This design comes from an exercise in tuning for a short achievable clock period and few clock cycles on the open sky130 flow, not from production work. Only simulation tests tie the RTL to the original design; equivalence was not proved. Power is estimated from default activity; no workload was simulated.

==> flow/design.v (excerpt) <==
module rat_6_arch(
    input [7:0]IN_PORT,
    input CLK,
    output IO_STRB,
    input RESET,
    output [7:0]PORT_ID,
    output [7:0]OUT_PORT,
    output [9:0]PROG_ADDR,
    input [17:0]PROG_IR
    );
Size: roughly 55 I/O pins, about 17000 µm² of cells after synthesis.
Settings: LEC_CHECK=0, ABC_CLOCK_PERIOD_IN_PS=1500, CAP_MARGIN=20, CORE_MARGIN=2, CORE_UTILIZATION=40, SETUP_SLACK_MARGIN=4, SLEW_MARGIN=20, SYNTH_HIERARCHICAL=1, SYNTH_MINIMUM_KEEP_SIZE=0; clock period 6.0 ns.
run.sh (not shown) runs the stock make flow with config.mk's settings and CLKGATE_MAP_FILE= SYNTH_SCRIPT=/design/flow/synth_recipe.tcl, a recipe that flattens the netlist after the stock synthesis.
Testbench counts at the start, summed over its fixed seeds: cycles 11,731.
==> next run, changes <==
--- a/flow/design.v
+++ b/flow/design.v
@@ -79,18 +79,18 @@
         sh_lsl = (hi == 5'b01000) & (lo == 2'b00);
         sh_lsr = (hi == 5'b01000) & (lo == 2'b01);
         sh_rol = (hi == 5'b01000) & (lo == 2'b10);
         sh_ror = (hi == 5'b01000) & (lo == 2'b11);
         sh_asr = (hi == 5'b01001) & (lo == 2'b00);
         sh     = sh_lsl | sh_lsr | sh_rol | sh_ror | sh_asr;
         op_clc = (hi == 5'b01100) & (lo == 2'b00);
         op_sec = (hi == 5'b01100) & (lo == 2'b01);
-        inv_b  = (alu2 & f[2] & f[1]) | is_cmp;    
     end
+    rat_invb ivb (.hi(hi), .lo(lo), .inv_b(inv_b));
     logic [7:0] a_rf, b_rf, a_nxn, b_nxn, bs_nxn, o_nxn;
     logic       efx, efy;
     logic       wfx, wfy;
     logic [31:0][3:0] rf_lo, rf_hi;
     always_comb
         for (int j = 0; j < 32; j++) begin
             rf_lo[j] = rf[j][3:0];
             rf_hi[j] = rf[j][7:4];
@@ -277,31 +277,23 @@
     output [9:0]       pc_nx,
     output             dv_nx,
     output             c_nx,
     output             z_nx,
     output             cin_nx
     );
     logic       c1, c0, z1, z0, tc1, tc0, tz1, tz0, tz, k1, k0, d1, d0;
     logic [9:0] tgt_r, inc_r;
-    logic       br_n, br_eq, br_ne, br_cs, br_cc;
+    rat_tk tk (.dv(dv), .hi(hi), .lo(lo), .c1(c1), .c0(c0), .z1(z1), .z0(z0),
+               .tc1(tc1), .tc0(tc0), .tz1(tz1), .tz0(tz0));
     always_comb begin
-        br_n   = (hi == 5'b00100) & (lo == 2'b00);
-        br_eq  = (hi == 5'b00100) & (lo == 2'b10);
-        br_ne  = (hi == 5'b00100) & (lo == 2'b11);
-        br_cs  = (hi == 5'b00101) & (lo == 2'b00);
-        br_cc  = (hi == 5'b00101) & (lo == 2'b01);
         c1 = ~clc & (sec | (ldc ? (arith ? ~sub : x8o) : C));
         c0 = ~clc & (sec | (ldc ? (arith ?  sub : x8o) : C));
         z1 = ldz | Z;
         z0 = ~ldz & Z;
-        tc1 = dv & ((br_cs & c1) | (br_cc & ~c1));
-        tc0 = dv & ((br_cs & c0) | (br_cc & ~c0));
-        tz1 = dv & (br_n | (br_eq & z1) | (br_ne & ~z1));
-        tz0 = dv & (br_n | (br_eq & z0) | (br_ne & ~z0));
         k1 = cin1 | (cinc & c1) | (cinn & ~c1);
         k0 = cin1 | (cinc & c0) | (cinn & ~c0);
         d1 = ~reset & ~tc1;
         d0 = ~reset & ~tc0;
         tgt_r = reset ? 10'd0 : tgt;
         inc_r = reset ? 10'd0 : inc;
     end
     rat_mux #(1)  mc (.s(co), .d1(c1), .d0(c0), .q(c_nx));
@@ -309,16 +301,46 @@
     rat_mux #(1)  mk (.s(co), .d1(k1), .d0(k0), .q(cin_nx));
     for (genvar i = 0; i < 10; i++) begin : pb
         rat_pcb b (.co(co), .zl(zl), .tc1(tc1), .tc0(tc0), .tz1(tz1), .tz0(tz0),
                    .t(tgt_r[i]), .n(inc_r[i]), .q(pc_nx[i]));
     end
     rat_pcb bd (.co(co), .zl(zl), .tc1(tc1), .tc0(tc0), .tz1(tz1), .tz0(tz0),
                 .t(1'b0), .n(~reset), .q(dv_nx));
 endmodule
+module rat_invb (
+    input  [4:0] hi,
+    input  [1:0] lo,
+    output       inv_b
+    );
+    assign inv_b = (hi[4:1] == 4'b1011)                           
+                 | (hi == 5'b11000)                               
+                 | ((hi == 5'b00001) & (lo[1] == 1'b1))           
+                 | ((hi == 5'b00010) & (lo == 2'b00));            
+endmodule
+module rat_tk (
+    input        dv,
+    input  [4:0] hi,
+    input  [1:0] lo,
+    input        c1, c0, z1, z0,
+    output logic tc1, tc0, tz1, tz0
+    );
+    logic br_n, br_eq, br_ne, br_cs, br_cc;
+    always_comb begin
+        br_n   = (hi == 5'b00100) & (lo == 2'b00);
+        br_eq  = (hi == 5'b00100) & (lo == 2'b10);
+        br_ne  = (hi == 5'b00100) & (lo == 2'b11);
+        br_cs  = (hi == 5'b00101) & (lo == 2'b00);
+        br_cc  = (hi == 5'b00101) & (lo == 2'b01);
+        tc1 = dv & ((br_cs & c1) | (br_cc & ~c1));
+        tc0 = dv & ((br_cs & c0) | (br_cc & ~c0));
+        tz1 = dv & (br_n | (br_eq & z1) | (br_ne & ~z1));
+        tz0 = dv & (br_n | (br_eq & z0) | (br_ne & ~z0));
+    end
+endmodule
 module rat_pcb (
     input  co, zl, tc1, tc0, tz1, tz0, t, n,
     output q
     );
     assign q = ((zl ? tz1 : tz0) | (co ? tc1 : tc0)) ? t : n;
 endmodule
 module rat_mux #(parameter int W = 1) (
     input          s,
=> The new run finished with timing, DRC and antenna clean. Area after synthesis is about the same. Synthesized cell count stays flat. Sequential power drops by about 1%. Fmax is about the same. Non-clock buffer count drops by 36. Flip-flop and latch count is unchanged. Wire length drops by 5.6%.
Testbench counts after the change, summed over its fixed seeds: cycles 11,731.

========
Another version of the RTL of rat_6_arch (not shown whole).
Size: ~1500 cells after synthesis, ~55 I/O pins, about 0.019 mm2 of cells after synthesis.
==> flow/config.mk <==
export PLATFORM = sky130hd
export DESIGN_NAME = rat_6_arch
export DESIGN_NICKNAME = rat_6_arch
export VERILOG_FILES = /design/flow/design.v
export SDC_FILE = /design/flow/constraint.sdc
export NUM_CORES = 4
export LEC_CHECK = 0
export ABC_CLOCK_PERIOD_IN_PS = 1500
export CAP_MARGIN = 20
export CORE_MARGIN = 2
export CORE_UTILIZATION = 40
export SETUP_SLACK_MARGIN = 4
export SLEW_MARGIN = 20
export SYNTH_HIERARCHICAL = 1
export SYNTH_MINIMUM_KEEP_SIZE = 0
==> flow/constraint.sdc <==
create_clock -name core_clock -period 6.0 [get_ports {CLK}]
set_input_delay 1.2000 -clock core_clock [delete_from_list [all_inputs] [get_ports {CLK}]]
set_output_delay 1.2000 -clock core_clock [all_outputs]
set_load 0.01 [all_outputs]
The first run completed without violations.
Testbench counts at the start, summed over its fixed seeds: cycles 11,492.
Change:
--- a/flow/design.v
+++ b/flow/design.v
@@ -83,20 +83,28 @@
         sh_asr = (hi == 5'b01001) & (lo == 2'b00);
         sh     = sh_lsl | sh_lsr | sh_rol | sh_ror | sh_asr;
         op_clc = (hi == 5'b01100) & (lo == 2'b00);
         op_sec = (hi == 5'b01100) & (lo == 2'b01);
         inv_b  = (alu2 & f[2] & f[1]) | is_cmp;    
     end
     logic [7:0] a_rf, b_rf, a_nxn, b_nxn, bs_nxn, o_nxn;
     logic       efx, efy;
     logic       wfx, wfy;
-    rat_rdport rpa (.rf(rf), .adr(rx), .q(a_rf));
-    rat_rdport rpb (.rf(rf), .adr(ry), .q(b_rf));
+    logic [31:0][3:0] rf_lo, rf_hi;
+    always_comb
+        for (int j = 0; j < 32; j++) begin
+            rf_lo[j] = rf[j][3:0];
+            rf_hi[j] = rf[j][7:4];
+        end
+    rat_rdport rpa0 (.rf(rf_lo), .adr(rx), .q(a_rf[3:0]));
+    rat_rdport rpa1 (.rf(rf_hi), .adr(rx), .q(a_rf[7:4]));
+    rat_rdport rpb0 (.rf(rf_lo), .adr(ry), .q(b_rf[3:0]));
+    rat_rdport rpb1 (.rf(rf_hi), .adr(ry), .q(b_rf[7:4]));
     logic       sox, soy;
     rat_fwd fwd (.rx(rx), .ry(ry), .hi4(hi[4]), .e_wr(e_wr), .e_rd(e_rd), .w_wr(w_wr), .w_rd(w_rd),
                  .efx(efx), .efy(efy), .wfx(wfx), .wfy(wfy), .sox(sox), .soy(soy));
     rat_bypass bpa (.sel_w(efx), .w(w), .sel_i(1'b0), .i(8'h00), .sel_q(wfx), .wq(w_q), .sel_o(sox),
                     .r(a_rf), .inv(1'b0), .qn(a_nxn), .qn2(o_nxn), .qsn());
     rat_bypass bpb (.sel_w(efy), .w(w), .sel_i(im), .i(imm), .sel_q(wfy), .wq(w_q), .sel_o(soy),
                     .r(b_rf), .inv(inv_b), .qn(b_nxn), .qn2(), .qsn(bs_nxn));
     logic [9:0] pc_nx, pc_inc, seq;
     logic       dv_nx, c_nx, z_nx, cin_nx, take, hit, pr;
@@ -177,50 +185,50 @@
         end
     end
     always_ff @(posedge CLK) begin
         strb_q <= ~RESET & dv & im_out;
         port_q <= imm;
         out_qn <= o_nxn;
     end
 endmodule
 module rat_rdport (
-    input  [31:0][7:0] rf,
+    input  [31:0][3:0] rf,
     input  [4:0]       adr,
-    output [7:0]       q
+    output [3:0]       q
     );
     logic [3:0] s0;
     logic [7:0] s1;
-    logic [3:0][7:0] grp;
+    logic [3:0][3:0] grp;
     always_comb begin
         for (int j = 0; j < 4; j++) s0[j] = (adr[1:0] == j);
         for (int j = 0; j < 8; j++) s1[j] = (adr[4:2] == j);
     end
     for (genvar l = 0; l < 4; l++) begin : g8
         rat_sel8 s8 (.d({rf[28+l], rf[24+l], rf[20+l], rf[16+l], rf[12+l], rf[8+l], rf[4+l], rf[l]}),
                      .s(s1), .q(grp[l]));
     end
     rat_sel4 s4 (.d0(grp[0]), .d1(grp[1]), .d2(grp[2]), .d3(grp[3]), .s(s0), .q(q));
 endmodule
 module rat_sel4 (
-    input  [7:0] d0, d1, d2, d3,
+    input  [3:0] d0, d1, d2, d3,
     input  [3:0] s,
-    output [7:0] q
+    output [3:0] q
     );
-    assign q = ({8{s[0]}} & d0) | ({8{s[1]}} & d1) | ({8{s[2]}} & d2) | ({8{s[3]}} & d3);
+    assign q = ({4{s[0]}} & d0) | ({4{s[1]}} & d1) | ({4{s[2]}} & d2) | ({4{s[3]}} & d3);
 endmodule
 module rat_sel8 (
-    input  [7:0][7:0] d,
+    input  [7:0][3:0] d,
     input  [7:0]      s,
-    output logic [7:0] q
+    output logic [3:0] q
     );
     always_comb begin
-        q = 8'h00;
-        for (int j = 0; j < 8; j++) q = q | ({8{s[j]}} & d[j]);
+        q = 4'h0;
+        for (int j = 0; j < 8; j++) q = q | ({4{s[j]}} & d[j]);
     end
 endmodule
 module rat_fwd (
     input  [4:0] rx, ry,
     input        hi4,             
     input        e_wr,
     input  [4:0] e_rd,
     input        w_wr,
     input  [4:0] w_rd,
After rerunning: Hold slack stays flat; final area grows by 0.47%; utilization rose by 2.0 points; worst setup slack gets better by 32 ps; count of clock-buffer cells in the layout came out lower by 11; first-iteration DRC count fell by 2.4%; maximum frequency grows by 1.2%.
Testbench counts after the change, summed over its fixed seeds: cycles 11,492.

[what the ideal ports hide]
In the flow no input, the clock included, has a driving cell. The finished layouts below were timed again as built, in two steps. Step 1 sets driving cells, clkbuf_16 on the clock port and buf_2 on the other inputs (assumed; they add their load-dependent delay and slew). Step 2 also shifts input and output timing later by t, the mid clock arrival at the registers, as if the neighbouring blocks saw the same clock. a / b / c = ideal / step 1 / step 2; a / b = the first two.
| run | shift t [ns] | slack for setup (ns) | worst setup path after step 2 |
|---|---|---|---|
| the first run of note 1 | 0.617 | 3.525 / 3.525 / 2.934 | input to register |
| the second run of note 1 | 0.620 | 3.530 / 3.510 / 2.890 | input to register |
| the first run of note 2 | 0.625 | 3.359 / 3.342 / 2.718 | input to register |
| the second run of note 2 | 0.637 | 3.391 / 3.401 / 2.764 | input to register |
After both steps setup and hold are still met in every run listed. For the first run of note 2, which loses most, drivers alone change the setup slack by -0.017 ns; drivers and shift together by -0.641 ns.
